Background: an optimization exercise with open tools, aiming at small area. Do not read the settings as production practice. Only simulation tests tie the RTL to the original design; equivalence was not proved. The flow treats the clock pin as an ideal source, which a real chip does not have. Power and IR drop assume default switching activity.

===== flow/config.mk =====
export PLATFORM = sky130hd
export DESIGN_NAME = keyboard
export DESIGN_NICKNAME = keyboard
export VERILOG_FILES = /design/flow/design.v
export SDC_FILE = /design/flow/constraint.sdc
export NUM_CORES = 4
export LEC_CHECK = 0
export CAP_MARGIN = 20
export CORE_MARGIN = 2
export CORE_UTILIZATION = 40
export SLEW_MARGIN = 20

===== flow/run.sh =====
#!/bin/bash
# synth_recipe.tcl (not shown) runs the flow's synth.tcl, then flattens the netlist and writes it again
# the make line also repeats each setting of config.mk as NAME=value (left out here)
make -C /OpenROAD-flow-scripts/flow DESIGN_CONFIG=/design/flow/config.mk WORK_HOME=/design/flow/orfs CLKGATE_MAP_FILE= SYNTH_SCRIPT=/design/flow/synth_recipe.tcl finish

===== flow/constraint.sdc =====
create_clock -name core_clock -period 20.0 [get_ports {clk}]
set_input_delay 4.0000 -clock core_clock [delete_from_list [all_inputs] [get_ports {clk}]]
set_output_delay 4.0000 -clock core_clock [all_outputs]
set_load 0.01 [all_outputs]

===== flow/design.v =====
module keyboard (
    input        clk,
    input        rst,
    input        semitone,
    input  [3:0] row,
    output [3:0] col,
    output [7:0] diods,
    output       waveR,
    output       waveL
    );
    wire       slow_clk;
    wire [1:0] q, ri;
    wire       valid;
    clockdiv clkdiv (.clk(clk), .rst(rst), .slow_clk(slow_clk));
    keypad kypd (.clk(clk), .rst(rst), .en(slow_clk), .row(row), .col(col),
                 .diods(diods), .q(q), .valid(valid), .ri(ri));
    wavegen wavgn (.clk(clk), .rst(rst), .semitone(semitone), .p(slow_clk),
                   .valid(valid), .ri(ri), .q(q), .wave(waveR));
    assign waveL = waveR;
endmodule
module clockdiv (
    input  clk,
    input  rst,
    output slow_clk
    );
    reg [13:0] s;
    assign slow_clk = (s == 14'h21b5);
    always @(posedge clk, posedge rst)
        if (rst)
            s <= 14'h2000;
        else if (slow_clk)
            s <= 14'h0000;
        else
            s <= {s[12:0], ~(s[13] ^ s[12] ^ s[11] ^ s[1])};
endmodule
module keypad (
    input        clk,
    input        rst,
    input        en,
    input  [3:0] row,
    output [3:0] col,
    output [7:0] diods,
    output reg [1:0] q,
    output reg       valid,
    output reg [1:0] ri
    );
    wire onecold = (row == 4'b0111) | (row == 4'b1011) |
                   (row == 4'b1101) | (row == 4'b1110);
    always @(posedge clk, posedge rst)
        if (rst) begin
            q     <= 2'd3;
            valid <= 1'b0;
        end else if (en) begin
            q     <= q - 2'd1;
            valid <= onecold;
        end
    always @(posedge clk)
        if (en)
            ri <= {~(row[2] & row[3]), ~(row[1] & row[3])};
    wire [1:0] qp = q + 2'd1;
    assign col = ~(4'b0001 << q);
    assign diods[7:4] = {4{valid}} & (4'b0001 << ri);
    assign diods[3:0] = {4{valid}} & (4'b0001 << qp);
endmodule
module wavegen (
    input        clk,
    input        rst,
    input        semitone,
    input        p,
    input        valid,
    input  [1:0] ri,
    input  [1:0] q,
    output reg   wave
    );
    reg [21:0] c3;
    reg        make_semitone;
    always @(posedge clk)
        if (semitone)
            c3 <= 22'd0;
        else
            c3 <= {c3[20:0], ~(c3[21] ^ c3[20])};
    always @(posedge clk, posedge rst)
        if (rst)
            make_semitone <= 1'b0;
        else if (semitone)
            make_semitone <= 1'b1;
        else if (c3 == 22'h378139)
            make_semitone <= 1'b0;
    reg       pd;
    reg [7:0] k;
    reg       z, sil;
    wire ev = z ? p : pd;
    wire fire = ~valid & ev & (k == 8'd250);
    always @(posedge clk)
        pd <= p;
    always @(posedge clk, posedge rst)
        if (rst)
            k <= 8'd1;
        else if (valid)
            k <= 8'd0;
        else if (ev)
            k <= k + 8'd1;
    always @(posedge clk, posedge rst)
        if (rst) begin
            z   <= 1'b1;
            sil <= 1'b0;
        end else if (valid) begin
            z   <= 1'b0;
            sil <= 1'b0;
        end else if (fire) begin
            z   <= 1'b0;
            sil <= 1'b1;
        end
    reg [1:0] dv_ri, dv_q;
    reg       dv_sh;
    always @(posedge clk)
        if (valid) begin
            dv_ri <= ri;
            dv_q  <= q;
            dv_sh <= make_semitone;
        end
    wire [4:0] sel = {dv_ri, dv_q, dv_sh};
    wire [16:0] lim =
        ({17{sel == 5'b00000}} & 17'd84832) |   
        ({17{sel == 5'b00001}} & 17'd80360) |   
        ({17{sel == 5'b00010}} & 17'd75620) |   
        ({17{sel == 5'b00011}} & 17'd75620) |   
        ({17{sel == 5'b00100}} & 17'd71592) |   
        ({17{sel == 5'b00101}} & 17'd67567) |   
        ({17{sel == 5'b00110}} & 17'd95201) |   
        ({17{sel == 5'b00111}} & 17'd90220) |   
        ({17{sel == 5'b01000}} & 17'd56818) |   
        ({17{sel == 5'b01001}} & 17'd53625) |   
        ({17{sel == 5'b01010}} & 17'd50515) |   
        ({17{sel == 5'b01011}} & 17'd50515) |   
        ({17{sel == 5'b01100}} & 17'd47782) |   
        ({17{sel == 5'b01101}} & 17'd45093) |   
        ({17{sel == 5'b01110}} & 17'd63775) |   
        ({17{sel == 5'b01111}} & 17'd60197) |   
        ({17{sel == 5'b10000}} & 17'd42567) |   
        ({17{sel == 5'b10001}} & 17'd40173) |   
        ({17{sel == 5'b10010}} & 17'd37919) |   
        ({17{sel == 5'b10011}} & 17'd37919) |   
        ({17{sel == 5'b10100}} & 17'd35790) |   
        ({17{sel == 5'b10101}} & 17'd33783) |   
        ({17{sel == 5'b10110}} & 17'd47782) |   
        ({17{sel == 5'b10111}} & 17'd45093) |   
        ({17{sel == 5'b11000}} & 17'd28409) |   
        ({17{sel == 5'b11001}} & 17'd26815) |   
        ({17{sel == 5'b11010}} & 17'd25283) |   
        ({17{sel == 5'b11011}} & 17'd25283) |   
        ({17{sel == 5'b11100}} & 17'd23889) |   
        ({17{sel == 5'b11101}} & 17'd22548) |   
        ({17{sel == 5'b11110}} & 17'd31887) |   
        ({17{sel == 5'b11111}} & 17'd30098);   
    reg [24:0] counter;
    wire ge = z | (sil ? (&counter) : ((|counter[24:17]) | (counter[16:0] >= lim)));
    always @(posedge clk)
        if (ge)
            counter <= 25'd0;
        else
            counter <= counter + 25'd1;
    always @(posedge clk, posedge rst)
        if (rst)
            wave <= 1'b0;
        else if (ge)
            wave <= ~wave;
endmodule

==> qor_table.md, run 1 <==
| Group | Item | Reported |
|:---|:---|:---|
| status | Run status | complete, no violations |
| timing | Tcrit/Tclk final | 30.11% |
| worst setup path | Setup crit start kind | register |
| yosys | Cell type contributing the most total cell area after synthesis | dfxtp_1 |
| final layout | End-of-flow core utilization | 45.15% |
| run | Max-cap violation count | 0 |
| worst setup path | Required time worst endpoint | 16.00 ns |
| clock tree | Number of levels the H-tree was split into | 3 |
| floorplanning | Die Area | 0.01129 sq mm |
| clock tree | Hold buffers post-CTS | 0 |
| min path | Hold Path Sink | clkdiv.s[10] |
| detailed routing | Average via count per standard cell | 5.058 |
| power and ir drop | Psw | 69.57 uW |
| power and ir drop | Combinational share of power | 1.5% |
| final layout | Final net count | 496 |
| global routing | Total global-route track usage | 15.24% |
| final layout | Non-filler cells, final | 604 |
| timing | Setup repair after global routing missed its margin | false |
| yosys | Synth Area in XOR/XNOR | 7.538% |
| worst setup path | Category of cells accounting for the largest share of critical-path delay | flip-flops |
| clock tree | Library cell used as clock root buffer | clkbuf_8 |
| detailed routing | Final Routed Wirelength | 7851 um |
| floorplanning | Die extent in x | 106.3 um |
| floorplanning | Floorplan core area | 0.01023 sq mm |
| worst setup path | Capturing point of the worst reg2reg path | wavgn.wave |
| clock tree | Number of resized instances in the post-cts repair step | 0 |
| detailed routing | Pre-Repair DR Iteration Count | 4 |
| worst setup path | Crit path arrival time | 2.02 ns |
| global routing | Initial antenna violation count | 0 |
| detailed routing | Vias | 3055 |
| min path | Startpoint of the worst hold path | clkdiv.s[9] |
| detailed routing | Average wire per standard cell | 13.00 um |
| yosys | Ranking of synthesized cells by instance count | nor2_1 (56), dfxtp_1 (48), nand2_1 (34) |
| worst setup path | Slowest cell on the critical path | dfrtp_1 |
| power and ir drop | Power share of the sequential group | 59.0% |
| timing | Transition time at the pin with the least slew margin | 0.9548 ns |
| yosys | Leading cell type by number of instances after synthesis | nor2_1 |
| detailed routing | Iteration-0 DRC count of the detailed router | 114 |
| timing | Shortest clock period the worst path allows after layout | 6.023 ns |
| clock tree | Clk slew on worst S/H paths | 0.08 ns |
| timing | Setup ws final | 13.98 ns |
| worst setup path | Largest fanout on the critical path | 24 |
| clock tree | Maximum buffer depth of the clock tree | 2 |
| yosys | Most frequently used flop master after synthesis | dfxtp_1 |
| placement | Final HPWL from detailed placement | 5493 um |
| yosys | Syn Inst Count | 459 |
| final layout | Post-Layout Inst Area | 0.004619 sq mm |
| placement | Pre-CTS WS | 14.34 ns |
| worst setup path | Setup CP Type | register to primary output |
| global routing | Global-route wire length before repair | 13810 um |
| yosys | Proportion of netlist area held by the largest area contributor | 22.97% |
| global routing | Largest net degree at the start of global routing | 29 |
| worst setup path | Register-to-register setup slack | 15.97 ns |
| yosys | Proportion of synthesized area in mux cells | 0.4786% |
| placement | Cell area reported after detailed placement | 0.004437 sq mm |
| power and ir drop | Net switching share of the total power | 24.06% |
| worst setup path | Cell-by-cell trace of the critical path | and3_1 > clkdlybuf4s50_1 |
| timing | TNS Setup | 0 ns |
| yosys | Synthesized-area fraction occupied by ao, oa, aoi and oai cells | 10.74% |
| clock tree | Clock tree sinks | 84 |
| placement | Last weighted congestion value of the routability-driven placer | 0.8177 |
| worst setup path | Type of element capturing the critical path | primary output |
| power and ir drop | Power per Cell Area | 62.60 mW/mm^2 |
| yosys | Post-synthesis cell type count | 54 |
| global routing | Overflow left after global routing | 0 |
| placement | Number of port buffers | 20 |
| yosys | Most area-consuming cells after synthesis | dfxtp_1 (23%), dfrtp_1 (14%), ha_1 (7.8%) |
| worst setup path | Reg2reg path depth | 12 |
| yosys | Post-synthesis cell area | 0.004183 sq mm |
| floorplanning | Die Y | 106.3 um |
| timing | Maximum clock skew at final layout | 0.01003 ns |
| min path | Number of cells on the worst hold path | 0 |
| detailed routing | Number of nets with antenna violations after detailed routing | 0 |
| min path | Worst Hold Class | register to register |
| power and ir drop | Power Internal | 219.6 uW |
| clock tree | Post-CTS setup buffer count | 0 |
| final layout | Share of final-layout standard cells stronger than drive strength 1 | 5.983% |
| power and ir drop | Share of total power in the clock network | 39.5% |
| timing | Relative max-transition margin | 36.33% |
| floorplanning | Initial core utilization | 40.88% |
| global routing | Number of global-route vias before repair | 2968 |
| clock tree | Number of buffers created by CTS | 9 |
| power and ir drop | Static leakage power | 1.796 nW |
| yosys | Post-synthesis async set-or-reset flop share | 34.52% |
| clock tree | Latest clock arrival within the worst-skew pair | 0.36 ns |
| timing | Final hold violation count | 0 |
| worst setup path | Critical Path Max Stage Delay | 0.85 ns |
| yosys | Post-synth EDFFs | 7 |
| yosys | Post-synthesis simple-gate area fraction | 23.03% |
| final layout | Area delta synth->final | 10.44% |
| detailed routing | Remaining DRCs | 0 |
| yosys | Synthesized-area fraction occupied by adder cells | 7.777% |
| worst setup path | Origin of the critical flop-to-flop path | wavgn.dv_sh |
| final layout | FILL cells | 964 |
| yosys | Syn Area/Cell | 9.113 sq um |
| floorplanning | Site Rows | 37 |
| power and ir drop | Worst IR Drop VDD | 0.03881 mV |
| clock tree | Clock tree from TritonCTS | done |
| yosys | Warning count from the yosys run | 3 |
| final layout | Total inserted antenna cells | 0 |
| placement | Cell total after placement | 588 |
| floorplanning | Count of boundary I/O pins | 21 |
| timing | Max Clk Rate | 166.0 MHz |
| worst setup path | Crit path buffers/inverters | 1 |
| yosys | Post-synthesis sequential area ratio | 45.50% |
| timing | Final Slew Violations | 0 |
| timing | Final-report setup violation count | 0 |
| yosys | Flops & latches, synth | 84 |
| yosys | Number of nets in the synthesized netlist | 492 |
| yosys | Largest family of logic cells by synthesized area | simple AND/OR/NAND/NOR gates |
worst max-delay path by stage:
stage / from / to / slack (ns) / cells past startpoint
floorplan: kypd.valid / diods[5] / 14.82 / 4
global placement: kypd.valid / diods[4] / 14.38 / 2
detailed placement: kypd.valid / diods[7] / 14.34 / 2
CTS: kypd.valid / diods[7] / 13.93 / 2
global route: kypd.valid / diods[4] / 13.85 / 2
finish: kypd.valid / diods[7] / 13.98 / 2
state kept, by name (all words and copies together), names as in the netlist:
signal / cells
clkdiv.s: 14
kypd.q: 2
kypd.ri: 2
kypd.valid: 1
wavgn.c3: 22
wavgn.counter: 25
wavgn.dv_q: 2
wavgn.dv_ri: 2
wavgn.dv_sh: 1
wavgn.k: 8
wavgn.make_semitone: 1
wavgn.pd: 1
wavgn.sil: 1
wavgn.wave: 1
wavgn.z: 1
layer usage:
metal	global-route usage, %	share of wire (%)	up-vias
met5	0	0	-
met4	6.579	1.4	0
met3	3.311	3.2	6
met2	23.76	45	44
met1	20.38	50	1432
li1	-	-	1573
power groups by stage:
stage / sequential [mW] / combinational, mW / clock [mW]
5_1_grt: 0.171 / 0.00490 / 0.127
4_1_cts: 0.171 / 0.00450 / 0.119
3_5_place_dp: 0.174 / 0.00448 / 0
2_1_floorplan: 0.174 / 0.00217 / 0
3_3_place_gp: 0.174 / 0.00407 / 0
6_report: 0.171 / 0.00434 / 0.114
per-stage QoR:
step / hold WS (ns) / total power, mW
2_1_floorplan: 0.4256 / 0.1765
3_3_place_gp: 0.3660 / 0.1785
3_5_place_dp: 0.3656 / 0.1789
4_1_cts: 0.3871 / 0.2942
5_1_grt: 0.3993 / 0.3022
6_report: 0.3873 / 0.2892
final cells by class:
type / instances / area (sq um) / share of cell area (%)
tap: 136 / 170.2 / 3.684
sequential: 84 / 1903 / 41.20
inverter: 20 / 75.07 / 1.625
multi-input combinational: 327 / 2073 / 44.88
clock buffer: 9 / 123.9 / 2.681
timing repair buffer: 21 / 215.2 / 4.659
clock inverter: 7 / 58.81 / 1.273
cells by family (layout without fill, tap and decap cells):
kind of cell	count (synthesis)	after routing
flip-flops	84	84
AO/OA/AOI/OAI	75	75
adder cells (fa/ha/maj)	26	26
AND/OR/NAND/NOR	188	188
buffers and inverters	48	57
XOR/XNOR	36	36
multiplexers	2	2
placed cells by master, fill, tap and decap left out, types with 4 or more instances in the layout:
cell	count
nand4_1	10
ha_1	26
nand3_1	12
edfxtp_1	7
clkbuf_8	9
dfxtp_1	48
dfrtp_1	24
nand2_1	34
o21ai_0	23
dfstp_2	5
nor3_1	11
inv_1	20
nor3b_1	4
xor2_1	17
nor2_1	56
and2_1	11
nor2b_1	25
or3_1	4
and3_1	4
xnor2_1	19
clkdlybuf4s50_1	20
a21oi_1	27
==> run 2: changes to the inputs <==
--- a/flow/design.v
+++ b/flow/design.v
@@ -24,14 +24,12 @@
     output slow_clk
     );
     reg [13:0] s;
-    assign slow_clk = (s == 14'h21b5);
+    assign slow_clk = (s == 14'h02a0);
     always @(posedge clk, posedge rst)
         if (rst)
-            s <= 14'h2000;
-        else if (slow_clk)
-            s <= 14'h0000;
+            s <= 14'h22a0;
         else
-            s <= {s[12:0], ~(s[13] ^ s[12] ^ s[11] ^ s[1])};
+            s <= {s[12:0], ~(s[13] ^ s[12]) ^ slow_clk};
 endmodule
 module keypad (
     input        clk,
@@ -78,27 +76,30 @@
         if (semitone)
             c3 <= 22'd0;
         else
-            c3 <= {c3[20:0], ~(c3[21] ^ c3[20])};
+            c3 <= {~c3[20:0], ~(c3[21] ^ c3[20])};
     always @(posedge clk, posedge rst)
         if (rst)
             make_semitone <= 1'b0;
         else if (semitone)
             make_semitone <= 1'b1;
-        else if (c3 == 22'h378139)
+        else if (c3 == 22'h1280e8)
             make_semitone <= 1'b0;
-    reg       pd;
-    reg [7:0] k;
-    reg       z, sil;
-    wire ev = z ? p : pd;
-    wire fire = ~valid & ev & (k == 8'd250);
+    reg        pd;
+    reg  [7:0] k;
+    reg        z, sil, hz;
+    reg [16:0] lo;
+    wire ev   = z ? p : pd;
+    wire fire = ~sil & ~valid & ev & (k == 8'd250);
+    wire lo1  = &lo;
+    wire ge;
     always @(posedge clk)
         pd <= p;
     always @(posedge clk, posedge rst)
         if (rst)
             k <= 8'd1;
-        else if (valid)
+        else if (valid | fire | (sil & ge))
             k <= 8'd0;
-        else if (ev)
+        else if (sil ? lo1 : ev)
             k <= k + 8'd1;
     always @(posedge clk, posedge rst)
         if (rst) begin
@@ -111,6 +112,8 @@
             z   <= 1'b0;
             sil <= 1'b1;
         end
+    always @(posedge clk)
+        hz <= sil & ~ge & ((|k) | lo1);
     reg [1:0] dv_ri, dv_q;
     reg       dv_sh;
     always @(posedge clk)
@@ -153,13 +156,12 @@
         ({17{sel == 5'b11101}} & 17'd22548) |   
         ({17{sel == 5'b11110}} & 17'd31887) |   
         ({17{sel == 5'b11111}} & 17'd30098);   
-    reg [24:0] counter;
-    wire ge = z | (sil ? (&counter) : ((|counter[24:17]) | (counter[16:0] >= lim)));
+    assign ge = z | (sil ? ((&k) & lo1) : (hz | (lo >= lim)));
     always @(posedge clk)
         if (ge)
-            counter <= 25'd0;
+            lo <= 17'd0;
         else
-            counter <= counter + 25'd1;
+            lo <= lo + 17'd1;
     always @(posedge clk, posedge rst)
         if (rst)
             wave <= 1'b0;
==> qor_table.md, run 2 <==
| Group | Item | Reported | vs previous |
|:---|:---|:---|:---|
| placement | Final HPWL from detailed placement | 5946 um | was 5493 um |
| clock tree | Post-CTS setup buffer count | 0 | unchanged |
| placement | Last weighted congestion value of the routability-driven placer | 0.8535 | was 0.8177 |
| worst setup path | Largest fanout on the critical path | 4 | was 24 |
| final layout | Total inserted antenna cells | 0 | unchanged |
| final layout | Final net count | 477 | was 496 |
| clock tree | Clock tree from TritonCTS | done | unchanged |
| clock tree | Maximum buffer depth of the clock tree | 2 | unchanged |
| timing | Max Clk Rate | 170.8 MHz | was 166.0 MHz |
| global routing | Largest net degree at the start of global routing | 30 | was 29 |
| floorplanning | Floorplan core area | 0.009774 sq mm | was 0.01023 sq mm |
| final layout | Biggest register | wavgn.c3 | was wavgn.counter |
| worst setup path | Register-to-register setup slack | 16.19 ns | was 15.97 ns |
| yosys | Proportion of netlist area held by the largest area contributor | 20.42% | was 22.97% |
| yosys | Post-synthesis cell area | 0.004019 sq mm | was 0.004183 sq mm |
| yosys | Most area-consuming cells after synthesis | dfxtp_1 (20%), dfrtp_1 (13%), ha_1 (8.7%) | was dfxtp_1 (23%), dfrtp_1 (14%), ha_1 (7.8%) |
| timing | Final hold violation count | 0 | unchanged |
| final layout | Commonest non-fill, non-tap cell in the layout | dfxtp_1 | was nor2_1 |
| floorplanning | Die extent in x | 104.2 um | was 106.3 um |
| worst setup path | Setup CP Type | register to primary output | unchanged |
| min path | Number of cells on the worst hold path | 0 | unchanged |
| timing | Final-report setup violation count | 0 | unchanged |
| global routing | Initial antenna violation count | 0 | unchanged |
| clock tree | Number of buffers created by CTS | 9 | unchanged |
| timing | Setup repair after global routing missed its margin | false | unchanged |
| clock tree | Number of levels the H-tree was split into | 3 | unchanged |
| worst setup path | Capturing point of the worst reg2reg path | wavgn.lo[11] | was wavgn.wave |
| final layout | Share of final-layout standard cells stronger than drive strength 1 | 8.277% | was 5.983% |
| worst setup path | Setup crit start kind | register | unchanged |
| min path | Hold Path Sink | clkdiv.s[7] | was clkdiv.s[10] |
| global routing | Total global-route track usage | 16.42% | was 15.24% |
| worst setup path | Reg2reg path depth | 11 | was 12 |
| global routing | Overflow left after global routing | 0 | unchanged |
| min path | Worst Hold Class | register to register | unchanged |
| floorplanning | Count of boundary I/O pins | 21 | unchanged |
| timing | Maximum clock skew at final layout | 0.01316 ns | was 0.01003 ns |
| final layout | Post-Layout Inst Area | 0.004493 sq mm | was 0.004619 sq mm |
| clock tree | Clock tree sinks | 77 | was 84 |
| yosys | Number of nets in the synthesized netlist | 467 | was 492 |
| floorplanning | Initial core utilization | 41.12% | was 40.88% |
| worst setup path | Slowest cell on the critical path | dfstp_2 | was dfrtp_1 |
| timing | Transition time at the pin with the least slew margin | 0.7767 ns | was 0.9548 ns |
| final layout | FILL cells | 970 | was 964 |
| timing | Shortest clock period the worst path allows after layout | 5.853 ns | was 6.023 ns |
| final layout | Area delta synth->final | 11.80% | was 10.44% |
| yosys | Post-synthesis cell type count | 66 | was 54 |
| detailed routing | Iteration-0 DRC count of the detailed router | 147 | was 114 |
| yosys | Ranking of synthesized cells by instance count | dfxtp_1 (41), nor2_1 (40), a21oi_1 (31) | was nor2_1 (56), dfxtp_1 (48), nand2_1 (34) |
| power and ir drop | Static leakage power | 1.779 nW | was 1.796 nW |
| detailed routing | Number of nets with antenna violations after detailed routing | 0 | unchanged |
| final layout | Commonest cells after routing, fill and taps aside | dfxtp_1 (41), nor2_1 (40), a21oi_1 (31) | was nor2_1 (56), dfxtp_1 (48), nand2_1 (34) |
| detailed routing | Average via count per standard cell | 5.362 | was 5.058 |
| global routing | Number of global-route vias before repair | 2975 | was 2968 |
| yosys | Post-synthesis async set-or-reset flop share | 37.66% | was 34.52% |
| worst setup path | Origin of the critical flop-to-flop path | wavgn.dv_ri[1] | was wavgn.dv_sh |
| yosys | Cell type contributing the most total cell area after synthesis | dfxtp_1 | unchanged |
| yosys | Flops & latches, synth | 77 | was 84 |
| floorplanning | Die Area | 0.01086 sq mm | was 0.01129 sq mm |
| floorplanning | Site Rows | 36 | was 37 |
| yosys | Post-synthesis sequential area ratio | 43.96% | was 45.50% |
| power and ir drop | Power per Cell Area | 62.60 mW/mm^2 | about the same |
| placement | Number of port buffers | 20 | unchanged |
| placement | Cell area reported after detailed placement | 0.004303 sq mm | was 0.004437 sq mm |
| clock tree | Latest clock arrival within the worst-skew pair | 0.35 ns | was 0.36 ns |
| power and ir drop | Worst IR Drop VDD | 0.03387 mV | was 0.03881 mV |
| clock tree | Library cell used as clock root buffer | clkbuf_8 | unchanged |
| floorplanning | Die Y | 104.2 um | was 106.3 um |
| yosys | Syn Inst Count | 432 | was 459 |
| detailed routing | Pre-Repair DR Iteration Count | 4 | unchanged |
| worst setup path | Required time worst endpoint | 16.00 ns | about the same |
| detailed routing | Vias | 3110 | was 3055 |
| run | Max-cap violation count | 0 | unchanged |
| timing | Tcrit/Tclk final | 29.27% | was 30.11% |
| worst setup path | Cell-by-cell trace of the critical path | inv_1 > ha_1 > and2_1 > clkdlybuf4s50_1 | was and3_1 > clkdlybuf4s50_1 |
| worst setup path | Crit path arrival time | 1.85 ns | was 2.02 ns |
| yosys | Warning count from the yosys run | 3 | unchanged |
| worst setup path | Critical Path Max Stage Delay | 0.56 ns | was 0.85 ns |
| worst setup path | Type of element capturing the critical path | primary output | unchanged |
| yosys | Post-synth EDFFs | 7 | unchanged |
| status | Run status | complete, no violations | unchanged |
| min path | Startpoint of the worst hold path | clkdiv.s[6] | was clkdiv.s[9] |
| detailed routing | Remaining DRCs | 0 | unchanged |
| clock tree | Clk slew on worst S/H paths | 0.09 ns | was 0.08 ns |
| yosys | Leading cell type by number of instances after synthesis | dfxtp_1 | was nor2_1 |
| timing | TNS Setup | 0 ns | unchanged |
| clock tree | Number of resized instances in the post-cts repair step | 0 | unchanged |
| timing | Final Slew Violations | 0 | unchanged |
| yosys | Most frequently used flop master after synthesis | dfxtp_1 | unchanged |
| yosys | Syn Area/Cell | 9.303 sq um | was 9.113 sq um |
| clock tree | Hold buffers post-CTS | 0 | unchanged |
| global routing | Global-route wire length before repair | 14370 um | was 13810 um |
| final layout | Combined flip-flop and latch cell area | 0.001767 sq mm | was 0.001903 sq mm |
| final layout | Multi-input logic area | 0.002063 sq mm | was 0.002073 sq mm |
| timing | Relative max-transition margin | 48.22% | was 36.33% |
| final layout | Largest registers | wavgn.c3 x22, wavgn.lo x17, clkdiv.s x14 | was wavgn.counter x25, wavgn.c3 x22, clkdiv.s x14 |
| detailed routing | Average wire per standard cell | 14.37 um | was 13.00 um |
| final layout | Flip-flop count of the largest register after layout | 22 | was 25 |
| detailed routing | Final Routed Wirelength | 8335 um | was 7851 um |
## run 2: cell types whose count changed in the layout (fill, tap and decap cells not counted), moves of 6 or more
cell	before	now
nor2b_1	25	7
nor2_1	56	40
nor3_1	11	25
xnor2_1	19	8
and2_1	11	4
dfxtp_1	48	41
nand2_1	34	28
o21ai_0	23	29
## run 2: cell families after synthesis
group / Yosys count / share of synthesized area, %
simple gates: 162 / 21.86
compound gates: 98 / 16.41
flops: 77 / 43.96
buf+inv: 47 / 4.701
fa+ha+maj: 28 / 8.717
xor+xnor: 20 / 4.359
## run 2: layout make-up
type                            instances  share of cell area [%]
Tap cell                              133                   3.704
Sequential cell                        77                   39.32
Inverter                               25                   2.200
Multi-Input combinational cell        308                   45.92
Clock inverter                          5                  0.8354
Timing Repair Buffer                   21                   4.623
Clock buffer                           11                   3.397
## run 2: how the worst max path moves through the flow
| stage | startpoint | depth (start not counted) | end |
|---|---|---|---|
| global placement | kypd.q[0] | 4 | diods[3] |
| finish | kypd.q[0] | 4 | diods[3] |
| global route | kypd.q[0] | 4 | diods[3] |
| CTS | kypd.q[0] | 4 | diods[3] |
| detailed placement | kypd.q[0] | 4 | diods[3] |
| floorplan | kypd.valid | 2 | diods[4] |
## run 2: where the power goes
part,internal (mW),leakage (nW),switching (mW),total [mW]
registers,0.159,0.724,0.00171,0.161
clock network,0.0536,0.0935,0.0606,0.114
logic,0.00270,0.962,0.00311,0.00581
total,0.216,1.78,0.0655,0.281
## run 2: per-stage QoR
| step | power (mW) | hold WS [ns] | utilization, % | instances | setup slack [ns] |
|---|---|---|---|---|---|
| floorplan | 0.1676 | 0.3476 | - | 432 | 14.98 |
| global placement | 0.1703 | 0.3539 | 44.02 | 564 | 14.56 |
| detailed placement | 0.1706 | 0.3604 | 44.02 | 564 | 14.52 |
| CTS | 0.2855 | 0.3817 | 45.97 | 580 | 14.12 |
| global route | 0.2926 | 0.3924 | 45.97 | 580 | 14.06 |
| finish | 0.2813 | 0.3817 | 45.97 | 580 | 14.15 |
## run 2: critical path, delay by kind of cell, from the launching register on
family	cells	cell delay (ns)
adder cells (fa/ha/maj)	1	0.22
buffers and inverters	2	0.56
flip-flops	1	0.56
AND/OR/NAND/NOR	1	0.16
## run 2: layer usage
layer  GRT usage [%]  vias to the layer above  share of wire (%)
met5               0                        -                  0
met4           7.915                        0                2.2
met3           3.634                       13                3.9
met2           23.50                       75                 44
met1           23.38                     1455                 50
li1                -                     1567                  -
==> run 3: changes to the inputs <==
==> flow/flow/run.sh (new file) <==
#!/bin/bash
# Layout: the standard flow, with two changes:
#  - ports are buffered with buf_1 instead of the default buffer;
#  - the clock tree is four clkbuf_8, each at the centre of a quarter of
#    the flip-flops (flow/clock.tcl), in place of TritonCTS's H-tree, and cells
#    are sized down where timing allows.
# Each tool's output goes to a log file of its own in this folder.
set -euo pipefail
R=$PWD/orfs/results/$FLOW_PLATFORM/keyboard/base
PORTBUF="BUFFER_PORTS_ARGS=-buffer_cell sky130_fd_sc_hd__buf_1"
bash standard.sh synth > synth.log 2>&1
bash standard.sh "$PORTBUF" place > place.log 2>&1
CLKBUF=sky130_fd_sc_hd__clkbuf_8 RESULTS=$R PLATFORM_DIR=$FLOW_HOME/platforms/$FLOW_PLATFORM LIB=$FLOW_HOME/platforms/$FLOW_PLATFORM/lib/sky130_fd_sc_hd__tt_025C_1v80.lib \
  openroad -no_init -exit flow/clock.tcl > clock.log 2>&1
bash standard.sh "$PORTBUF" finish > finish.log 2>&1
==> flow/flow/clock.tcl (new file) <==
# Four clock buffers, fed by the clock port, each drive a quarter of the
# flip-flops (split by x, then y) and sit at their centre. Cells are then sized down where
# timing allows. Writes the CTS step's results.
read_db $::env(RESULTS)/3_place.odb
read_liberty $::env(LIB)
read_sdc $::env(RESULTS)/3_place.sdc
source $::env(PLATFORM_DIR)/setRC.tcl
set block [ord::get_db_block]
set dbu [$block getDbUnitsPerMicron]
# flip-flops with their clock pins and centres
set ffs {}
foreach inst [$block getInsts] {
  if { [[$inst getMaster] isSequential] } {
    set box [$inst getBBox]
    set pin [$inst findITerm CLK]
    lappend ffs [list [expr {([$box xMin] + [$box xMax]) / 2}] [expr {([$box yMin] + [$box yMax]) / 2}] [$inst getName]/CLK]
  }
}
# split them in four: halves by x, then each half by y
proc halves { l idx } {
  set l [lsort -integer -index $idx $l]
  set h [expr {[llength $l] / 2}]
  return [list [lrange $l 0 [expr {$h - 1}]] [lrange $l $h end]]
}
set groups {}
foreach half [halves $ffs 0] {
  foreach q [halves $half 1] { lappend groups $q }
}
set i 0
foreach g $groups {
  set sx 0; set sy 0; set pins {}
  foreach f $g {
    set sx [expr {$sx + [lindex $f 0]}]
    set sy [expr {$sy + [lindex $f 1]}]
    lappend pins [get_pins [lindex $f 2]]
  }
  set x [expr {double($sx) / [llength $g] / $dbu}]
  set y [expr {double($sy) / [llength $g] / $dbu}]
  puts "clock buffer $i: [llength $g] flip-flops, at $x $y"
  insert_buffer -buffer_cell $::env(CLKBUF) -net clk -load_pins $pins -location [list $x $y] -buffer_name clkbuf_$i -net_name clk_$i
  incr i
}
set_propagated_clock [all_clocks]
estimate_parasitics -placement
set_dont_use {sky130_fd_sc_hd__probe_p_8 sky130_fd_sc_hd__probec_p_8 sky130_fd_sc_hd__lpflow_*}
# with this much slack, give back the area that synthesis spent on speed:
# every logic cell goes to the smallest size of its kind, then repair_design
# fixes any slew or capacitance this breaks, and repair_timing any timing
set smallest {}
foreach inst [$block getInsts] {
  set m [[$inst getMaster] getName]
  if { [[$inst getMaster] isSequential] || [string match clkbuf_* [$inst getName]] } { continue }
  if { ![regexp {^(sky130_fd_sc_hd__\w+)_(\d+)$} $m -> base size] } { continue }
  if { [string match *tap* $base] || [string match *fill* $base] || [string match *decap* $base] || [string match *conb* $base] } { continue }
  set best $m
  set best_area [[$inst getMaster] getArea]
  foreach cand [list ${base}_0 ${base}_1 ${base}_2] {
    set lc [get_lib_cells -quiet $cand]
    if { $lc == "" } { continue }
    set mm [[ord::get_db] findMaster $cand]
    if { $mm == "NULL" } { continue }
    if { [$mm getArea] < $best_area } { set best $cand; set best_area [$mm getArea] }
  }
  if { $best != $m } {
    replace_cell [$inst getName] $best
    lappend smallest "[$inst getName] $m -> $best"
  }
}
puts "sized down: [llength $smallest]"
foreach l $smallest { puts "  $l" }
estimate_parasitics -placement
repair_design
repair_timing -setup -hold
detailed_placement
check_placement -verbose
estimate_parasitics -placement
report_clock_min_period
report_checks -path_delay min_max
write_db $::env(RESULTS)/4_1_cts.odb
write_sdc $::env(RESULTS)/4_cts.sdc
==> flow/standard.sh (new file) <==
#!/bin/bash
# synth_recipe.tcl (not shown) runs the flow's synth.tcl, then flattens the netlist and writes it again
# the make line also repeats each setting of config.mk as NAME=value (left out here)
make -C /OpenROAD-flow-scripts/flow DESIGN_CONFIG=/design/flow/config.mk WORK_HOME=/design/flow/orfs CLKGATE_MAP_FILE= SYNTH_SCRIPT=/design/flow/synth_recipe.tcl "${@:-finish}"
removed: flow/run.sh
==> qor_table.md, run 3 <==
| Group | Item | Reported | vs previous |
|:---|:---|:---|:---|
| worst setup path | Crit path arrival time | 1.30 ns | was 1.85 ns |
| power and ir drop | Power per Cell Area | 53.61 mW/mm^2 | was 62.60 mW/mm^2 |
| timing | Transition time at the pin with the least slew margin | 1.072 ns | was 0.7767 ns |
| final layout | Commonest non-fill, non-tap cell in the layout | dfxtp_1 | unchanged |
| detailed routing | Average via count per standard cell | 5.342 | was 5.362 |
| timing | Max Clk Rate | 188.7 MHz | was 170.8 MHz |
| global routing | Largest net degree at the start of global routing | 30 | unchanged |
| final layout | Post-Layout Inst Area | 0.004128 sq mm | was 0.004493 sq mm |
| global routing | Overflow left after global routing | 0 | unchanged |
| worst setup path | Cell-by-cell trace of the critical path | inv_1 > ha_1 > and2_1 > buf_1 | was inv_1 > ha_1 > and2_1 > clkdlybuf4s50_1 |
| placement | Last weighted congestion value of the routability-driven placer | 0.8300 | was 0.8535 |
| yosys | Most area-consuming cells after synthesis | dfxtp_1 (20%), dfrtp_1 (13%), ha_1 (8.7%) | unchanged |
| yosys | Ranking of synthesized cells by instance count | dfxtp_1 (41), nor2_1 (40), a21oi_1 (31) | unchanged |
| floorplanning | Die extent in x | 104.2 um | unchanged |
| final layout | End-of-flow core utilization | 42.23% | was 45.97% |
| detailed routing | Remaining DRCs | 0 | unchanged |
| final layout | Commonest cells after routing, fill and taps aside | dfxtp_1 (41), nor2_1 (40), a21oi_1 (32) | was dfxtp_1 (41), nor2_1 (40), a21oi_1 (31) |
| detailed routing | Final Routed Wirelength | 7875 um | was 8335 um |
| yosys | Post-synthesis sequential area ratio | 43.96% | unchanged |
| floorplanning | Floorplan core area | 0.009774 sq mm | unchanged |
| yosys | Syn Area/Cell | 9.303 sq um | unchanged |
| floorplanning | Site Rows | 36 | unchanged |
| yosys | Flops & latches, synth | 77 | unchanged |
| yosys | Cell type contributing the most total cell area after synthesis | dfxtp_1 | unchanged |
| yosys | Number of nets in the synthesized netlist | 467 | unchanged |
| final layout | FILL cells | 965 | was 970 |
| worst setup path | Crit path buffers/inverters | 2 | unchanged |
| timing | Final hold violation count | 0 | unchanged |
| detailed routing | Vias | 3029 | was 3110 |
| yosys | Syn Inst Count | 432 | unchanged |
| final layout | Multi-input logic area | 0.001971 sq mm | was 0.002063 sq mm |
| worst setup path | Type of element capturing the critical path | primary output | unchanged |
| worst setup path | Largest fanout on the critical path | 4 | unchanged |
| power and ir drop | Worst IR Drop VDD | 0.04663 mV | was 0.03387 mV |
| power and ir drop | Static leakage power | 1.595 nW | was 1.779 nW |
| final layout | Total inserted antenna cells | 0 | unchanged |
| floorplanning | Die Area | 0.01086 sq mm | unchanged |
| global routing | Number of global-route vias before repair | 2828 | was 2975 |
| timing | Final-report setup violation count | 0 | unchanged |
| clock tree | Clk slew on worst S/H paths | 0.11 ns | was 0.09 ns |
| detailed routing | Number of nets with antenna violations after detailed routing | 0 | unchanged |
| yosys | Most frequently used flop master after synthesis | dfxtp_1 | unchanged |
| timing | Final Slew Violations | 0 | unchanged |
| global routing | Global-route wire length before repair | 13460 um | was 14370 um |
| yosys | Post-synthesis async set-or-reset flop share | 37.66% | unchanged |
| final layout | Flip-flop count of the largest register after layout | 22 | unchanged |
| final layout | Largest registers | wavgn.c3 x22, wavgn.lo x17, clkdiv.s x14 | unchanged |
| final layout | Final net count | 471 | was 477 |
| yosys | Post-synth EDFFs | 7 | unchanged |
| timing | Setup repair after global routing missed its margin | false | unchanged |
| timing | Maximum clock skew at final layout | 0.01650 ns | was 0.01316 ns |
| worst setup path | Slowest cell on the critical path | dfstp_2 | unchanged |
| detailed routing | Pre-Repair DR Iteration Count | 4 | unchanged |
| yosys | Leading cell type by number of instances after synthesis | dfxtp_1 | unchanged |
| timing | TNS Setup | 0 ns | unchanged |
| timing | Shortest clock period the worst path allows after layout | 5.301 ns | was 5.853 ns |
| worst setup path | Setup CP Type | register to primary output | unchanged |
| detailed routing | Average wire per standard cell | 13.89 um | was 14.37 um |
| floorplanning | Die Y | 104.2 um | unchanged |
| timing | Tcrit/Tclk final | 26.50% | was 29.27% |
| worst setup path | Critical Path Max Stage Delay | 0.57 ns | was 0.56 ns |
| clock tree | Latest clock arrival within the worst-skew pair | 0.17 ns | was 0.35 ns |
| worst setup path | Required time worst endpoint | 16.00 ns | about the same |
| detailed routing | Iteration-0 DRC count of the detailed router | 185 | was 147 |
| final layout | Share of final-layout standard cells stronger than drive strength 1 | 4.147% | was 8.277% |
| final layout | Area delta synth->final | 2.709% | was 11.80% |
| floorplanning | Count of boundary I/O pins | 21 | unchanged |
| yosys | Warning count from the yosys run | 3 | unchanged |
| timing | Setup ws final | 14.70 ns | was 14.15 ns |
| global routing | Initial antenna violation count | 0 | unchanged |
| final layout | Biggest register | wavgn.c3 | unchanged |
| global routing | Total global-route track usage | 14.25% | was 16.42% |
| run | Max-cap violation count | 0 | unchanged |
| worst setup path | Category of cells accounting for the largest share of critical-path delay | flip-flops | unchanged |
| placement | Final HPWL from detailed placement | 5784 um | was 5946 um |
| min path | Worst Hold Class | register to register | unchanged |
| status | Run status | complete, no violations | unchanged |
| final layout | Combined flip-flop and latch cell area | 0.001767 sq mm | unchanged |
| worst setup path | Setup crit start kind | register | unchanged |
| yosys | Post-synthesis cell area | 0.004019 sq mm | unchanged |
| placement | Cell area reported after detailed placement | 0.004170 sq mm | was 0.004303 sq mm |
| yosys | Post-synthesis cell type count | 66 | unchanged |
| floorplanning | Initial core utilization | 41.12% | unchanged |
| yosys | Proportion of netlist area held by the largest area contributor | 20.42% | unchanged |
| placement | Pre-CTS WS | 14.89 ns | was 14.52 ns |
| placement | Number of port buffers | 20 | unchanged |
| timing | Relative max-transition margin | 27.87% | was 48.22% |
## run 3: cell counts after synthesis
Identical to the previous run, type by type.
## run 3: stage by stage
step / power, mW / cells / hold slack (ns)
6_report: 0.2213 / 567 / 0.3800
5_1_grt: 0.2311 / 567 / 0.3980
3_5_place_dp: 0.1696 / 563 / 0.3600
3_3_place_gp: 0.1694 / 563 / 0.3550
2_1_floorplan: 0.1676 / 432 / 0.3476
## run 3: logic make-up (layout without fill, tap and decap cells)
logic type | Yosys count | count (layout) | share of synthesized area, %
fa+ha+maj | 28 | 28 | 8.717
simple gates | 162 | 162 | 21.86
flops | 77 | 77 | 43.96
compound gates | 98 | 98 | 16.41
xor+xnor | 20 | 20 | 4.359
buf+inv | 47 | 49 | 4.701
## run 3: final timing paths
kind,endpoint,slack (ns),startpoint,depth (start not counted)
min reg2reg,clkdiv.s[7],0.38,clkdiv.s[6],0
min in group asynchronous,wavgn.sil,3.87,rst,2
max in group asynchronous,clkdiv.s[0],15.72,rst,2
min,clkdiv.s[7],0.38,clkdiv.s[6],0
max,diods[1],14.70,kypd.q[0],4
max reg2reg,wavgn.lo[1],15.70,wavgn.dv_ri[1],11
## run 3: per-layer routing
| metal | vias to the layer above | GRT usage, % | part of all wire [%] | routed length (um) |
|---|---|---|---|---|
| li1 | 1544 | - | - | - |
| met1 | 1431 | 21.42 | 51 | 4041 |
| met2 | 45 | 23.50 | 45 | 3543 |
| met3 | 9 | 0.6266 | 2.3 | 183 |
| met4 | 0 | 1.641 | 1.3 | 106 |
| met5 | - | 0 | 0 | 0 |
## run 3: cell type report
| type | count | area share (%) |
|---|---|---|
| inverters | 25 | 2.273 |
| flip-flops and latches | 77 | 42.80 |
| clock buffers | 4 | 1.334 |
| repair buffers | 20 | 1.819 |
| multi-input cells | 308 | 47.74 |
| well taps | 133 | 4.032 |
## run 3: report_power, final
group          switching [mW]  internal [mW]  leakage (nW)
combinational         0.00318        0.00182         0.842
clock                  0.0364         0.0187        0.0288
sequential            0.00163          0.160         0.724
total                  0.0412          0.180          1.60
==> run 4: changes to the inputs <==
==> flow/design.v (replaced) <==
module keyboard (
    input        clk,
    input        rst,
    input        semitone,
    input  [3:0] row,
    output [3:0] col,
    output [7:0] diods,
    output       waveR,
    output       waveL
    );
    wire       slow_clk;
    wire [1:0] ri, ci;
    wire       valid;
    clockdiv clkdiv (.clk(clk), .rst(rst), .slow_clk(slow_clk));
    keypad kypd (.clk(clk), .rst(rst), .en(slow_clk), .row(row), .col(col),
                 .diods(diods), .valid(valid), .ri(ri), .ci(ci));
    wavegen wavgn (.clk(clk), .rst(rst), .semitone(semitone), .p(slow_clk),
                   .valid(valid), .ri(ri), .ci(ci), .wave(waveR));
    assign waveL = waveR;
endmodule
module clockdiv (
    input  clk,
    input  rst,
    output slow_clk
    );
    reg [13:0] s;
    assign slow_clk = (s == 14'h02a0);
    always @(posedge clk, posedge rst)
        if (rst)
            s <= 14'h22a0;
        else
            s <= {s[12:0], ~(s[13] ^ s[12]) ^ slow_clk};
endmodule
module keypad (
    input        clk,
    input        rst,
    input        en,
    input  [3:0] row,
    output [3:0] col,
    output [7:0] diods,
    output reg       valid,
    output reg [1:0] ri,
    output reg [1:0] ci
    );
    reg [1:0] q;
    wire onecold = (row == 4'b0111) | (row == 4'b1011) |
                   (row == 4'b1101) | (row == 4'b1110);
    always @(posedge clk, posedge rst)
        if (rst) begin
            q     <= 2'd3;
            valid <= 1'b0;
        end else if (en) begin
            q     <= q - 2'd1;
            valid <= onecold;
        end
    always @(posedge clk)
        if (en & onecold) begin
            ri <= {~(row[2] & row[3]), ~(row[1] & row[3])};
            ci <= q;
        end
    assign col = ~(4'b0001 << q);
    assign diods[7:4] = {4{valid}} & (4'b0001 << ri);
    assign diods[3:0] = {4{valid}} & (4'b0001 << ci);
endmodule
module wavegen (
    input        clk,
    input        rst,
    input        semitone,
    input        p,
    input        valid,
    input  [1:0] ri,
    input  [1:0] ci,
    output reg   wave
    );
    reg [21:0] c3;
    reg        make_semitone;
    always @(posedge clk)
        if (semitone)
            c3 <= 22'd0;
        else
            c3 <= {~c3[20:0], ~(c3[21] ^ c3[20])};
    always @(posedge clk, posedge rst)
        if (rst)
            make_semitone <= 1'b0;
        else if (semitone)
            make_semitone <= 1'b1;
        else if (c3 == 22'h1280e8)
            make_semitone <= 1'b0;
    reg        ge;
    reg        pd;
    reg  [7:0] k;
    reg        z, sil, hz, sh;
    reg [16:0] lo;
    wire ev   = z ? p : pd;
    wire fire = ~sil & ~valid & ev & (k == 8'd250);
    wire lo1  = &lo;
    wire        k_clr = valid | fire | (sil & ge);
    wire        k_inc = sil ? lo1 : ev;
    wire  [7:0] k_n   = k_clr ? 8'd0 : k + {7'd0, k_inc};
    wire        z_n   = z & ~valid & ~fire;
    wire        sil_n = ~valid & (sil | fire);
    wire        hz_n  = sil & ~ge & (hz | lo1);
    wire [16:0] lo_n  = ge ? 17'd0 : lo + 17'd1;
    wire        shn   = valid ? make_semitone : sh;
    wire [4:0] sel = {ri, ci, shn};
    wire [16:0] lim1 =
        ({17{sel == 5'b00000}} & 17'd95200) |
        ({17{sel == 5'b00001}} & 17'd90219) |
        ({17{sel == 5'b00010}} & 17'd84831) |
        ({17{sel == 5'b00011}} & 17'd80359) |
        ({17{sel == 5'b00100}} & 17'd75619) |
        ({17{sel == 5'b00101}} & 17'd75619) |
        ({17{sel == 5'b00110}} & 17'd71591) |
        ({17{sel == 5'b00111}} & 17'd67566) |
        ({17{sel == 5'b01000}} & 17'd63774) |
        ({17{sel == 5'b01001}} & 17'd60196) |
        ({17{sel == 5'b01010}} & 17'd56817) |
        ({17{sel == 5'b01011}} & 17'd53624) |
        ({17{sel == 5'b01100}} & 17'd50514) |
        ({17{sel == 5'b01101}} & 17'd50514) |
        ({17{sel == 5'b01110}} & 17'd47781) |
        ({17{sel == 5'b01111}} & 17'd45092) |
        ({17{sel == 5'b10000}} & 17'd47781) |
        ({17{sel == 5'b10001}} & 17'd45092) |
        ({17{sel == 5'b10010}} & 17'd42566) |
        ({17{sel == 5'b10011}} & 17'd40172) |
        ({17{sel == 5'b10100}} & 17'd37918) |
        ({17{sel == 5'b10101}} & 17'd37918) |
        ({17{sel == 5'b10110}} & 17'd35789) |
        ({17{sel == 5'b10111}} & 17'd33782) |
        ({17{sel == 5'b11000}} & 17'd31886) |
        ({17{sel == 5'b11001}} & 17'd30097) |
        ({17{sel == 5'b11010}} & 17'd28408) |
        ({17{sel == 5'b11011}} & 17'd26814) |
        ({17{sel == 5'b11100}} & 17'd25282) |
        ({17{sel == 5'b11101}} & 17'd25282) |
        ({17{sel == 5'b11110}} & 17'd23888) |
        ({17{sel == 5'b11111}} & 17'd22547);
    wire ge_n = z_n | (sil_n ? (~ge & (&k) & (lo == 17'h1fffe))
                             : (hz_n | (~ge & (lo >= lim1))));
    always @(posedge clk)
        pd <= p;
    always @(posedge clk, posedge rst)
        if (rst) begin
            k   <= 8'd1;
            z   <= 1'b1;
            sil <= 1'b0;
            ge  <= 1'b1;
        end else begin
            k   <= k_n;
            z   <= z_n;
            sil <= sil_n;
            ge  <= ge_n;
        end
    always @(posedge clk) begin
        hz <= hz_n;
        lo <= lo_n;
        sh <= shn;
    end
    always @(posedge clk, posedge rst)
        if (rst)
            wave <= 1'b0;
        else if (ge)
            wave <= ~wave;
endmodule
==> qor_table.md, run 4 <==
| Group | Item | Reported | vs previous |
|:---|:---|:---|:---|
| status | Run status | complete, no violations | unchanged |
| power and ir drop | Static leakage power | 1.731 nW | was 1.595 nW |
| floorplanning | Floorplan core area | 0.009328 sq mm | was 0.009774 sq mm |
| global routing | Initial antenna violation count | 0 | unchanged |
| floorplanning | Site Rows | 35 | was 36 |
| timing | Final-report setup violation count | 0 | unchanged |
| detailed routing | Vias | 2919 | was 3029 |
| placement | Number of port buffers | 20 | unchanged |
| yosys | Largest family of logic cells by synthesized area | simple AND/OR/NAND/NOR gates | unchanged |
| yosys | Ranking of synthesized cells by instance count | nor2_1 (68), dfxtp_1 (42), ha_1 (32) | was dfxtp_1 (41), nor2_1 (40), a21oi_1 (31) |
| placement | Pre-CTS WS | 14.07 ns | was 14.89 ns |
| final layout | Largest registers | wavgn.c3 x22, wavgn.lo x17, clkdiv.s x14 | unchanged |
| yosys | Post-synthesis sequential area ratio | 44.51% | was 43.96% |
| floorplanning | Count of boundary I/O pins | 21 | unchanged |
| yosys | Proportion of netlist area held by the largest area contributor | 21.72% | was 20.42% |
| power and ir drop | Power Internal | 197.2 uW | was 180.1 uW |
| worst setup path | Crit path arrival time | 2.14 ns | was 1.30 ns |
| run | Max-cap violation count | 0 | unchanged |
| power and ir drop | Power share of the sequential group | 67.1% | was 72.8% |
| worst setup path | Type of element capturing the critical path | primary output | unchanged |
| yosys | Warning count from the yosys run | 3 | unchanged |
| detailed routing | Average via count per standard cell | 5.231 | was 5.342 |
| floorplanning | Die Area | 0.01048 sq mm | was 0.01086 sq mm |
| yosys | Synthesized-area fraction occupied by adder cells | 10.34% | was 8.717% |
| final layout | Final net count | 470 | was 471 |
| power and ir drop | Share of total power in the clock network | 21.0% | was 24.9% |
| global routing | Number of global-route vias before repair | 2653 | was 2828 |
| yosys | Post-synth EDFFs | 4 | was 7 |
| final layout | Biggest register | wavgn.c3 | unchanged |
| floorplanning | Die extent in x | 102.4 um | was 104.2 um |
| final layout | Combined flip-flop and latch cell area | 0.001723 sq mm | was 0.001767 sq mm |
| detailed routing | Pre-Repair DR Iteration Count | 4 | unchanged |
| final layout | Multi-input logic area | 0.001944 sq mm | was 0.001971 sq mm |
| floorplanning | Initial core utilization | 41.50% | was 41.12% |
| timing | Final hold violation count | 0 | unchanged |
| timing | TNS Setup | 0 ns | unchanged |
| detailed routing | Iteration-0 DRC count of the detailed router | 101 | was 185 |
| yosys | Syn Area/Cell | 9.130 sq um | was 9.303 sq um |
| detailed routing | Remaining DRCs | 0 | unchanged |
| yosys | Most frequently used flop master after synthesis | dfxtp_1 | unchanged |
| yosys | Number of nets in the synthesized netlist | 463 | was 467 |
| floorplanning | Die Y | 102.4 um | was 104.2 um |
| detailed routing | Final Routed Wirelength | 7515 um | was 7875 um |
| timing | Shortest clock period the worst path allows after layout | 6.140 ns | was 5.301 ns |
| timing | Transition time at the pin with the least slew margin | 0.9113 ns | was 1.072 ns |
| yosys | Post-synthesis cell type count | 57 | was 66 |
| final layout | Commonest cells after routing, fill and taps aside | nor2_1 (68), dfxtp_1 (42), ha_1 (32) | was dfxtp_1 (41), nor2_1 (40), a21oi_1 (32) |
| placement | Last weighted congestion value of the routability-driven placer | 0.8463 | was 0.8300 |
| final layout | Total inserted antenna cells | 0 | unchanged |
| power and ir drop | Power per Cell Area | 64.22 mW/mm^2 | was 53.61 mW/mm^2 |
| timing | Tcrit/Tclk final | 30.70% | was 26.50% |
| yosys | Leading cell type by number of instances after synthesis | nor2_1 | was dfxtp_1 |
| timing | Final Slew Violations | 0 | unchanged |
| yosys | Proportion of synthesized area in mux cells | 1.519% | was 0% |
| worst setup path | Largest fanout on the critical path | 27 | was 4 |
| global routing | Overflow left after global routing | 0 | unchanged |
| yosys | Cell type contributing the most total cell area after synthesis | dfxtp_1 | unchanged |
| worst setup path | Required time worst endpoint | 16.00 ns | about the same |
| final layout | Flip-flop count of the largest register after layout | 22 | unchanged |
| final layout | FILL cells | 923 | was 965 |
| global routing | Largest net degree at the start of global routing | 39 | was 30 |
| yosys | Flops & latches, synth | 76 | was 77 |
| timing | Maximum clock skew at final layout | 0.009805 ns | was 0.01650 ns |
| final layout | Area delta synth->final | 4.880% | was 2.709% |
| yosys | Most area-consuming cells after synthesis | dfxtp_1 (22%), dfrtp_1 (14%), ha_1 (10%) | was dfxtp_1 (20%), dfrtp_1 (13%), ha_1 (8.7%) |
| detailed routing | Average wire per standard cell | 13.47 um | was 13.89 um |
| worst setup path | Setup CP Type | register to primary output | unchanged |
| clock tree | Clk slew on worst S/H paths | 0.11 ns | about the same |
| min path | Worst Hold Class | register to register | unchanged |
| yosys | Synth Area in XOR/XNOR | 5.882% | was 4.359% |
| final layout | Commonest non-fill, non-tap cell in the layout | nor2_1 | was dfxtp_1 |
| power and ir drop | Worst IR Drop VDD | 0.05573 mV | was 0.04663 mV |
| yosys | Post-synthesis simple-gate area fraction | 20.52% | was 21.86% |
| timing | Relative max-transition margin | 39.25% | was 27.87% |
| detailed routing | Number of nets with antenna violations after detailed routing | 0 | unchanged |
| yosys | Syn Inst Count | 424 | was 432 |
| timing | Setup ws final | 13.86 ns | was 14.70 ns |
| timing | Max Clk Rate | 162.9 MHz | was 188.7 MHz |
| yosys | Post-synthesis async set-or-reset flop share | 39.47% | was 37.66% |
| power and ir drop | Combinational share of power | 11.9% | was 2.3% |
| global routing | Global-route wire length before repair | 12670 um | was 13460 um |
| worst setup path | Setup crit start kind | register | unchanged |
| final layout | Share of final-layout standard cells stronger than drive strength 1 | 4.662% | was 4.147% |
| clock tree | Latest clock arrival within the worst-skew pair | 0.17 ns | about the same |
| power and ir drop | Psw | 63.53 uW | was 41.25 uW |
| yosys | Synthesized-area fraction occupied by ao, oa, aoi and oai cells | 12.61% | was 16.41% |
| global routing | Total global-route track usage | 14.41% | was 14.25% |
| timing | Setup repair after global routing missed its margin | false | unchanged |
| placement | Final HPWL from detailed placement | 5496 um | was 5784 um |
| yosys | Post-synthesis cell area | 0.003871 sq mm | was 0.004019 sq mm |
| power and ir drop | Net switching share of the total power | 24.36% | was 18.64% |
==> run 4: changes by cell type after synthesis, moves of 4 or more <==
cell / previous run / this run
a21oi_1: 31 / 24
buf_1: 1 / 6
clkbuf_1: 19 / 14
ha_1: 28 / 32
nor2_1: 40 / 68
nor3_1: 25 / 6
o21ai_0: 29 / 17
xor2_1: 12 / 18
==> run 4: critical path: stages, from the launching register on <==
cell and delay [ns]:
edfxtp_1 0.91, inv_1 0.44, ha_1 0.34, and2_1 0.15, buf_1 0.12
==> run 4: logic make-up after synthesis <==
kind of cell / after synthesis
xor gates and xnor gates: 26
AOI/OAI and AO/OA: 77
DFF: 76
and+or+nand+nor: 164
adders and majority gates: 32
muxes: 4
buffers and inverters: 45
==> run 4: metrics by stage <==
step	power [mW]	hold slack, ns	area [sq um]	utilization, %	cells
2_1_floorplan	0.1999	0.3476	3871	-	424
3_3_place_gp	0.2089	0.3592	4043	43.34	554
3_5_place_dp	0.2095	0.3587	4043	43.34	554
5_1_grt	0.2765	0.3947	4060	43.53	558
6_report	0.2607	0.3826	4060	43.53	558
==> run 4: cell type report <==
type | count | area share (%)
flip-flops and latches | 76 | 42.43
clock buffers | 4 | 1.356
multi-input cells | 303 | 47.89
inverters | 22 | 2.034
well taps | 129 | 3.975
repair buffers | 24 | 2.311
==> run 4: path summary, 6_finish.rpt <==
check,start,slack (ns),cells past startpoint,end
setup / recovery,kypd.ri[0],13.86,4,diods[4]
max in group asynchronous,rst,15.56,3,wavgn.k[7]
setup reg to reg,kypd.valid,16.01,14,wavgn.ge
hold reg to reg,clkdiv.s[12],0.38,0,clkdiv.s[13]
hold / removal,clkdiv.s[12],0.38,0,clkdiv.s[13]
min in group asynchronous,rst,3.99,3,clkdiv.s[1]
==> run 4: metal layers <==
layer	global-route usage [%]	share of wire [%]	vias up
met1	22.07	50	1389
met2	23.03	46	37
met3	0.8208	2.3	9
met4	2.154	1.5	0
met5	0	0	-
li1	-	-	1484
==> run 4: power by group through the flow <==
stage          logic (mW)  registers [mW]  clock network, mW
2_1_floorplan      0.0251           0.175                  0
3_3_place_gp       0.0308           0.178                  0
3_5_place_dp       0.0315           0.178                  0
5_1_grt            0.0370           0.177             0.0623
6_report           0.0311           0.175             0.0547
==> run 5: changes to the inputs <==
--- a/flow/design.v
+++ b/flow/design.v
@@ -8,23 +8,25 @@
     output       waveR,
     output       waveL
     );
-    wire       slow_clk;
+    wire       slow_clk, slow_clk_d;
     wire [1:0] ri, ci;
     wire       valid;
-    clockdiv clkdiv (.clk(clk), .rst(rst), .slow_clk(slow_clk));
+    clockdiv clkdiv (.clk(clk), .rst(rst), .slow_clk(slow_clk), .slow_clk_d(slow_clk_d));
     keypad kypd (.clk(clk), .rst(rst), .en(slow_clk), .row(row), .col(col),
                  .diods(diods), .valid(valid), .ri(ri), .ci(ci));
-    wavegen wavgn (.clk(clk), .rst(rst), .semitone(semitone), .p(slow_clk),
+    wavegen wavgn (.clk(clk), .rst(rst), .semitone(semitone), .p(slow_clk), .pd(slow_clk_d),
                    .valid(valid), .ri(ri), .ci(ci), .wave(waveR));
     assign waveL = waveR;
 endmodule
 module clockdiv (
     input  clk,
     input  rst,
-    output slow_clk
+    output slow_clk,
+    output slow_clk_d
     );
     reg [13:0] s;
     assign slow_clk = (s == 14'h02a0);
+    assign slow_clk_d = (s == 14'h0540);
     always @(posedge clk, posedge rst)
         if (rst)
             s <= 14'h22a0;
@@ -67,6 +69,7 @@
     input        rst,
     input        semitone,
     input        p,
+    input        pd,
     input        valid,
     input  [1:0] ri,
     input  [1:0] ci,
@@ -87,9 +90,8 @@
         else if (c3 == 22'h1280e8)
             make_semitone <= 1'b0;
     reg        ge;
-    reg        pd;
     reg  [7:0] k;
-    reg        z, sil, hz, sh;
+    reg        z, sil, sh;
     reg [16:0] lo;
     wire ev   = z ? p : pd;
     wire fire = ~sil & ~valid & ev & (k == 8'd250);
@@ -99,7 +101,7 @@
     wire  [7:0] k_n   = k_clr ? 8'd0 : k + {7'd0, k_inc};
     wire        z_n   = z & ~valid & ~fire;
     wire        sil_n = ~valid & (sil | fire);
-    wire        hz_n  = sil & ~ge & (hz | lo1);
+    wire        hz_n  = sil & ~ge & ((|k) | lo1);
     wire [16:0] lo_n  = ge ? 17'd0 : lo + 17'd1;
     wire        shn   = valid ? make_semitone : sh;
     wire [4:0] sel = {ri, ci, shn};
@@ -138,8 +140,6 @@
         ({17{sel == 5'b11111}} & 17'd22547);
     wire ge_n = z_n | (sil_n ? (~ge & (&k) & (lo == 17'h1fffe))
                              : (hz_n | (~ge & (lo >= lim1))));
-    always @(posedge clk)
-        pd <= p;
     always @(posedge clk, posedge rst)
         if (rst) begin
             k   <= 8'd1;
@@ -153,7 +153,6 @@
             ge  <= ge_n;
         end
     always @(posedge clk) begin
-        hz <= hz_n;
         lo <= lo_n;
         sh <= shn;
     end
==> flow/flow/run.sh (replaced) <==
#!/bin/bash
# Layout: the standard flow, with these changes:
#  - ports are buffered with buf_1 instead of the default buffer;
#  - in place of TritonCTS's H-tree, four clock buffers fed by the clock
#    port each drive a quarter of the flip-flops (flow/clock.tcl), and
#    logic cells are sized down where timing allows;
set -euo pipefail
R=$PWD/orfs/results/$FLOW_PLATFORM/keyboard/base
export RESULTS=$R
export PLATFORM_DIR=$FLOW_HOME/platforms/$FLOW_PLATFORM
export LIB=$PLATFORM_DIR/lib/sky130_fd_sc_hd__tt_025C_1v80.lib
PORTBUF="BUFFER_PORTS_ARGS=-buffer_cell sky130_fd_sc_hd__buf_1"
bash standard.sh synth > synth.log 2>&1
bash standard.sh "$PORTBUF" place > place.log 2>&1
sizes=(8 8 8 8)
for attempt in 1 2 3; do
  CLKBUFS="${sizes[*]}" openroad -no_init -exit flow/clock.tcl > clock_$attempt.log 2>&1
  bash standard.sh "$PORTBUF" finish > finish_$attempt.log 2>&1
  openroad -no_init -exit flow/slew.tcl > slew_$attempt.log 2>&1
  changed=0
  while read -r tag g s; do
    [[ $tag == SLEW && $g =~ ^[0-3]$ ]] || continue
    if awk -v s="$s" 'BEGIN { exit !(s > 0.115) }' && [[ ${sizes[$g]} != 16 ]]; then
      sizes[$g]=16; changed=1
    fi
  done < slew_$attempt.log
  [[ $changed == 1 ]] || break
done
--- a/flow/flow/clock.tcl
+++ b/flow/flow/clock.tcl
@@ -1,5 +1,6 @@
 # Four clock buffers, fed by the clock port, each drive a quarter of the
-# flip-flops (split by x, then y) and sit at their centre. Cells are then sized down where
+# flip-flops (split by x, then y) and sit at their centre. CLKBUFS gives the
+# size of each (clkbuf_N). Cells are then sized down where
 # timing allows. Writes the CTS step's results.
 read_db $::env(RESULTS)/3_place.odb
 read_liberty $::env(LIB)
@@ -26,6 +27,7 @@
 foreach half [halves $ffs 0] {
   foreach q [halves $half 1] { lappend groups $q }
 }
+set sizes $::env(CLKBUFS)
 set i 0
 foreach g $groups {
   set sx 0; set sy 0; set pins {}
@@ -36,8 +38,8 @@
   }
   set x [expr {double($sx) / [llength $g] / $dbu}]
   set y [expr {double($sy) / [llength $g] / $dbu}]
-  puts "clock buffer $i: [llength $g] flip-flops, at $x $y"
-  insert_buffer -buffer_cell $::env(CLKBUF) -net clk -load_pins $pins -location [list $x $y] -buffer_name clkbuf_$i -net_name clk_$i
+  puts "clock buffer $i (clkbuf_[lindex $sizes $i]): [llength $g] flip-flops, at $x $y"
+  insert_buffer -buffer_cell sky130_fd_sc_hd__clkbuf_[lindex $sizes $i] -net clk -load_pins $pins -location [list $x $y] -buffer_name clkbuf_$i -net_name clk_$i
   incr i
 }
 set_propagated_clock [all_clocks]
==> flow/flow/slew.tcl (new file) <==
# Worst flip-flop clock-pin slew (ns) of the final layout, per clock
# buffer group: prints "SLEW <group> <slew>".
read_db $::env(RESULTS)/6_final.odb
read_liberty $::env(LIB)
read_sdc $::env(RESULTS)/6_final.sdc
read_spef $::env(RESULTS)/6_final.spef
set_propagated_clock [all_clocks]
array set w {}
foreach pin [get_pins -hierarchical */CLK] {
  set net [get_full_name [get_nets -of_objects $pin]]
  if { ![regexp {^clk_(\d)} $net -> g] } { set g root }
  set s [get_property $pin slew_max]
  if { ![info exists w($g)] || $s > $w($g) } { set w($g) $s }
}
foreach g [lsort [array names w]] { puts "SLEW $g $w($g)" }
==> qor_table.md, run 5 <==
| Group | Item | Reported | vs previous |
|:---|:---|:---|:---|
| power and ir drop | Combinational share of power | 11.4% | was 11.9% |
| power and ir drop | Power share of the sequential group | 65.5% | was 67.1% |
| worst setup path | Reg2reg path depth | 13 | was 14 |
| worst setup path | Origin of the critical flop-to-flop path | kypd.valid | unchanged |
| timing | Tcrit/Tclk final | 29.09% | was 30.70% |
| yosys | Number of nets in the synthesized netlist | 457 | was 463 |
| min path | Startpoint of the worst hold path | clkdiv.s[3] | was clkdiv.s[12] |
| yosys | Post-synthesis cell area | 0.003847 sq mm | was 0.003871 sq mm |
| min path | Number of cells on the worst hold path | 0 | unchanged |
| power and ir drop | Static leakage power | 1.647 nW | was 1.731 nW |
| yosys | Most area-consuming cells after synthesis | dfxtp_1 (21%), dfrtp_1 (14%), ha_1 (9.1%) | was dfxtp_1 (22%), dfrtp_1 (14%), ha_1 (10%) |
| timing | Max Clk Rate | 171.9 MHz | was 162.9 MHz |
| worst setup path | Capturing point of the worst reg2reg path | wavgn.ge | unchanged |
| clock tree | Clk slew on worst S/H paths | 0.11 ns | about the same |
| yosys | Cell type contributing the most total cell area after synthesis | dfxtp_1 | unchanged |
| yosys | Most frequently used flop master after synthesis | dfxtp_1 | unchanged |
| clock tree | Latest clock arrival within the worst-skew pair | 0.17 ns | about the same |
| placement | Last weighted congestion value of the routability-driven placer | 0.9212 | was 0.8463 |
| timing | Final Slew Violations | 0 | unchanged |
| detailed routing | Final Routed Wirelength | 7904 um | was 7515 um |
| power and ir drop | Psw | 65.62 uW | was 63.53 uW |
| final layout | Non-filler cells, final | 556 | was 558 |
| timing | Final-report setup violation count | 0 | unchanged |
| worst setup path | Critical Path Max Stage Delay | 0.46 ns | was 0.91 ns |
| worst setup path | Register-to-register setup slack | 16.34 ns | was 16.01 ns |
| timing | TNS Setup | 0 ns | unchanged |
| yosys | Post-synthesis async set-or-reset flop share | 40.54% | was 39.47% |
| yosys | Flops & latches, synth | 74 | was 76 |
| final layout | Combined flip-flop and latch cell area | 0.001683 sq mm | was 0.001723 sq mm |
| min path | Hold Path Sink | clkdiv.s[4] | was clkdiv.s[13] |
| min path | Worst Hold Class | register to register | unchanged |
| placement | Number of port buffers | 20 | unchanged |
| floorplanning | Site Rows | 35 | unchanged |
| status | Run status | complete, no violations | unchanged |
-- run 5: cells by family (layout without fill, tap and decap cells) --
group                    count (synthesis)  in the layout  synth area share, %
AND/OR/NAND/NOR                        175            175                23.35
AO/OA/AOI/OAI                           78             78                13.17
flip-flops                              74             74                43.74
buffers and inverters                   40             45                4.455
adder cells (fa/ha/maj)                 28             28                9.106
XOR/XNOR                                26             26                5.919
multiplexers                             1              1               0.2602
-- run 5: worst max path at each step --
stage	startpoint	endpoint	slack [ns]	cells after the start
2_1_floorplan	kypd.ri[1]	diods[6]	14.53	5
5_1_grt	kypd.ri[0]	diods[5]	14.02	4
3_3_place_gp	kypd.ci[0]	diods[1]	14.50	3
3_5_place_dp	kypd.ci[0]	diods[1]	14.43	3
6_report	kypd.ri[0]	diods[5]	14.18	4
-- run 5: cell type report --
cell class,instances,area share (%)
Timing Repair Buffer,23,2.260
Sequential cell,74,42.22
Multi-Input combinational cell,308,48.12
Inverter,18,1.695
Clock buffer,4,1.664
Tap cell,129,4.049
-- run 5: worst max-delay path: cells and delay by family (launching register included) --
kind	cells	cell delay [ns]
buffers and inverters	3	1.06
flip-flops	1	0.33
AND/OR/NAND/NOR	1	0.27
-- run 5: power groups by stage --
stage / clock [mW] / sequential [mW] / combinational (mW)
6_report: 0.0605 / 0.172 / 0.0300
3_5_place_dp: 0 / 0.175 / 0.0312
3_3_place_gp: 0 / 0.175 / 0.0289
5_1_grt: 0.0681 / 0.174 / 0.0364
2_1_floorplan: 0 / 0.172 / 0.0246
-- run 5: layer usage --
| layer | wire length (um) | share of wire (%) | global-route usage (%) | vias up |
|---|---|---|---|---|
| li1 | - | - | - | 1481 |
| met1 | 3710 | 47 | 22.04 | 1393 |
| met2 | 3738 | 47 | 26.01 | 58 |
| met3 | 279 | 3.5 | 1.026 | 11 |
| met4 | 176 | 2.2 | 2.974 | 0 |
| met5 | 0 | 0 | 0 | - |
-- run 5: through the flow --
| stage | power [mW] | hold WS (ns) | worst slack (ns) | area, sq um | utilization, % |
|---|---|---|---|---|---|
| final | 0.2623 | 0.3860 | 14.18 | 3986 | 42.94 |
| after global routing | 0.2786 | 0.3945 | 14.02 | 3986 | 42.94 |
| after detailed placement | 0.2066 | 0.3720 | 14.43 | 4023 | 43.33 |
| after global placement | 0.2037 | 0.3585 | 14.50 | 3995 | 43.03 |
| after floorplan | 0.1962 | 0.3545 | 14.53 | 3847 | - |

Re-timed with assumed drivers on the ports (clkbuf_16 on the clock, buf_2 on other inputs), run 5 has 14.118 ns of setup slack against 14.182 ns with ideal ports, and 14.339 ns once port delays also move by the mid clock arrival of 0.221 ns.
